This design comes from an exercise in tuning for small area, a short achievable clock period and few clock cycles per item on the open sky130 flow, not from production work.
Only simulation tests tie the RTL to the original design; equivalence was not proved.

== try-willow ==
==> flow/design.v <==
module fpadder (output logic [31:0] sum, output logic ready,
		 input logic [31:0] a, input logic clock, nreset);
logic s_a, s_b, s_c, s_v, s_n;
logic [31:0] R;           
logic [23:0] Q;           
logic        sub;         
logic        flip;        
logic [7:0]  eA, eB, dd;
logic        azero, bzero, swp, aspec, bspec, nan;
logic [23:0] mS, mSal;
always_comb begin
  eA = R[30:23];
  eB = a[30:23];
  azero = (R[30:0] == '0);
  bzero = (a[30:0] == '0);
  swp = (eA < eB) | azero;
  dd  = swp ? (eB - eA) : (eA - eB);
  aspec = (eA == 8'hff);
  bspec = (eB == 8'hff);
  nan = (aspec && (R[22:0] != '0)) || (bspec && (a[22:0] != '0))
        || (aspec && bspec && (R[31] ^ a[31]));
  mS = {1'b1, swp ? R[22:0] : a[22:0]};
  mSal = (azero || bzero || dd >= 8'd24) ? 24'd0 : (mS >> dd[4:0]);
end
function automatic logic [24:0] sk_add(input logic [23:0] x, y, input logic ci);
  logic [24:0] g, p;
  logic [23:0] h;
  h = x ^ y;
  g = {x & y, ci};
  p = {h, 1'b0};
  for (int l = 0; l < 5; l++)
    for (int i = 0; i < 25; i++)
      if (((i >> l) & 1) == 1) begin
        g[i] = g[i] | (p[i] & g[((i >> l) << l) - 1]);
        p[i] = p[i] & p[((i >> l) << l) - 1];
      end
  sk_add = {g[24], h ^ g[23:0]};
endfunction
logic [23:0] p, q;
logic [24:0] D;
logic        neg, far, cy, ovf;
always_comb begin
  p = {1'b1, R[22:0]} & {24{~s_v}};
  q = Q ^ {24{sub}};
  D = sk_add(p, q, sub);
  neg = sub & ~D[24] & s_c;             
  far = sub ? (D[24] | s_v) & D[23] : 1'b1;
  cy  = ~sub & D[24];                   
  ovf = cy & (R[30:23] == 8'hfe);
end
logic [4:0]  lz;
logic [23:0] N;
always_comb begin
  lz = 5'd0;
  for (int i = 0; i < 24; i++)
    if (Q[i]) lz = 5'(23 - i);
  N = Q << lz;
end
assign ready = s_n | ((s_c | s_v) & ~neg & far);
always_comb begin
  if (s_n)
    sum = {R[31] ^ flip, R[30:23] - {3'd0, lz}, N[22:0]};
  else if (cy)
    sum = {R[31], R[30:23] + 8'd1, D[23:1] & {23{~ovf}}};
  else
    sum = {R[31] ^ s_v, R[30:23], D[22:0]};
end
always_ff @(posedge clock, negedge nreset)
  if (~nreset) begin
    {s_a, s_b, s_c, s_v, s_n} <= '0;
  end else begin
    s_a <= ready;
    s_b <= s_a;
    s_c <= s_b & ~(aspec | bspec);
    s_v <= s_c & neg;
    s_n <= (s_b & (aspec | bspec)) | ((s_c | s_v) & ~neg & ~far)
         | ~(s_a | s_b | s_c | s_v | s_n);
  end
always_ff @(posedge clock) begin
  flip <= 1'b0;
  if (~(s_a | s_b | s_c | s_v | s_n)) begin
    R <= '0;
    Q <= '0;
  end else if (s_b) begin
    if (aspec | bspec) begin
      R[31:23] <= {nan | (aspec ? R[31] : a[31]), 8'hff};
      Q <= {1'b1, {23{nan}}};
    end else begin
      if (swp) R <= a;
      Q <= mSal;
    end
    sub  <= R[31] ^ a[31];
  end else begin
    Q <= D[23:0];
    flip <= s_v;
    if (s_c & sub & (D[23:0] == '0))
      R[31:23] <= '0;
    if (s_a | s_n)
      R <= a;
  end
end
endmodule
==> flow/config.mk <==
export PLATFORM = sky130hd
export DESIGN_NAME = fpadder
export DESIGN_NICKNAME = fpadder
export VERILOG_FILES = /design/flow/design.v
export SDC_FILE = /design/flow/constraint.sdc
export NUM_CORES = 4
export LEC_CHECK = 0
export ABC_AREA = 1
export CAP_MARGIN = 20
export CORE_MARGIN = 2
export CORE_UTILIZATION = 40
export CTS_BUF_LIST = sky130_fd_sc_hd__clkbuf_4 sky130_fd_sc_hd__clkbuf_8
export SLEW_MARGIN = 20
==> flow/constraint.sdc <==
create_clock -name core_clock -period 5.0 [get_ports {clock}]
set_input_delay 1.0000 -clock core_clock [delete_from_list [all_inputs] [get_ports {clock}]]
set_output_delay 1.0000 -clock core_clock [all_outputs]
set_load 0.01 [all_outputs]
standard.sh (not shown) runs the stock make flow with config.mk's settings and CLKGATE_MAP_FILE= SYNTH_SCRIPT=/design/flow/synth_recipe.tcl, a recipe that flattens the netlist after the stock synthesis.
==> flow/flow/run.sh <==
#!/bin/bash
# Standard layout (standard synthesis unchanged), except that the ports are
# buffered with small plain buffers instead of the resizer's default pick (a delay
# cell).
set -euo pipefail
export BUFFER_PORTS_ARGS="-buffer_cell sky130_fd_sc_hd__buf_1"
bash standard.sh synth > synth.log 2>&1
bash standard.sh > layout.log 2>&1
Testbench counts of try-willow, summed over its fixed seeds: cycles 106,173, ops 32,000.
Input changes introduced in try-raven (baseline for comparison: try-willow):
==> flow/flow/run.sh <==
#!/bin/bash
# Standard layout (standard synthesis unchanged), except that the ports are
# buffered with plain buffers instead of the resizer's default pick (a delay
# cell).
set -euo pipefail
export BUFFER_PORTS_ARGS="-buffer_cell sky130_fd_sc_hd__buf_2"
bash standard.sh synth > synth.log 2>&1
bash standard.sh > layout.log 2>&1
--- a/flow/config.mk
+++ b/flow/config.mk
@@ -6,8 +6,6 @@
 export NUM_CORES = 4
 export LEC_CHECK = 0
-export ABC_AREA = 1
 export CAP_MARGIN = 20
 export CORE_MARGIN = 2
 export CORE_UTILIZATION = 40
-export CTS_BUF_LIST = sky130_fd_sc_hd__clkbuf_4 sky130_fd_sc_hd__clkbuf_8
 export SLEW_MARGIN = 20
==> summary.txt <==
- try-raven ended with every stage complete and zero timing, DRC or antenna violations.
- Comparing try-raven and try-willow, the lower worst slack after detailed placement is on try-raven.
- Utilization try-willow -> try-raven: up
- Compared with try-willow, try-raven ends up with a larger final cell area.
- [compare] base=try-willow new=try-raven: number of instances in the synthesized netlist fell 303; number of cells after detailed placement fell about 16%.
- The estimated wirelength of the detail-placed design in try-raven sits 7.5% above the value recorded for try-willow.
- Cmp try-raven and try-willow / final worst setup slack / higher: try-willow
> inputs changed (try-raven -> try-nickel)
--- a/flow/config.mk
+++ b/flow/config.mk
@@ -6,6 +6,8 @@
 export NUM_CORES = 4
 export LEC_CHECK = 0
+export ABC_AREA = 1
 export CAP_MARGIN = 20
 export CORE_MARGIN = 2
 export CORE_UTILIZATION = 40
+export CTS_BUF_LIST = sky130_fd_sc_hd__clkbuf_8
 export SLEW_MARGIN = 20
### Flow results
try-raven vs try-nickel, combinational family with the most area after synthesis: compound AO/OA/AOI/OAI gates vs simple AND/OR/NAND/NOR gates. Delta (try-nickel minus try-raven): final critical-path setup slack up 0.12 ns, total number of sequential cells comparable, final design utilization fell 1.4 points, multiplexer fraction of the synthesized cell area now sits lower. try-nickel gives less wire length on met1 than try-raven did. Number of non-clock buffers in the layout (lower): try-nickel.
Relative to try-nickel, the following input files were edited for try-garnet:
--- a/flow/config.mk
+++ b/flow/config.mk
@@ -9,5 +9,4 @@
 export CAP_MARGIN = 20
 export CORE_MARGIN = 2
-export CORE_UTILIZATION = 40
-export CTS_BUF_LIST = sky130_fd_sc_hd__clkbuf_8
+export CORE_UTILIZATION = 50
 export SLEW_MARGIN = 20
--- outcome ---
Summary of try-garnet over try-nickel: register area has remained practically unchanged, wire length of the first global-routing pass saw a decrease. try-garnet ended up with fewer standard cells than try-nickel. Re ratio of cells with drive above 1 in the final layout: try-garnet is 0.30 points up on try-nickel. Comparing post-cts resize count for try-nickel and try-garnet, the smaller number came from try-nickel.

-- static timing again, ports no longer ideal --
The results above use ideal ports. As a check the final layouts listed here were re-extracted and re-timed, cells and wires unchanged.
Step 1: set_driving_cell puts a clkbuf_16 on clock and a buf_2 on each other input, an assumption about the parent block.
Step 2 times the ports against the registers' clock, not the clock port: input delays grow and output delays shrink by t, the midpoint of the rising clock arrivals with the driver on.
a / b / c = ideal / step 1 / step 2; a / b = the first two.
run | shift t [ns] | setup slack, ns | latest minus earliest clock arrival (ns) | cell pins on the clock port's net
try-willow | 0.406 | 0.257 / 0.217 / 0.255 | 0.011 / 0.011 | 1
try-raven | 0.378 | 0.147 / 0.102 / 0.304 | 0.007 / 0.006 | 1
try-nickel | 0.403 | 0.263 / 0.226 / 0.301 | 0.011 / 0.011 | 1
try-garnet | 0.386 | 0.194 / 0.148 / 0.473 | 0.006 / 0.005 | 1
After both steps setup and hold are still met in every run listed. For try-willow, which loses most, drivers alone change the setup slack by -0.040 ns; drivers and shift together by -0.002 ns.
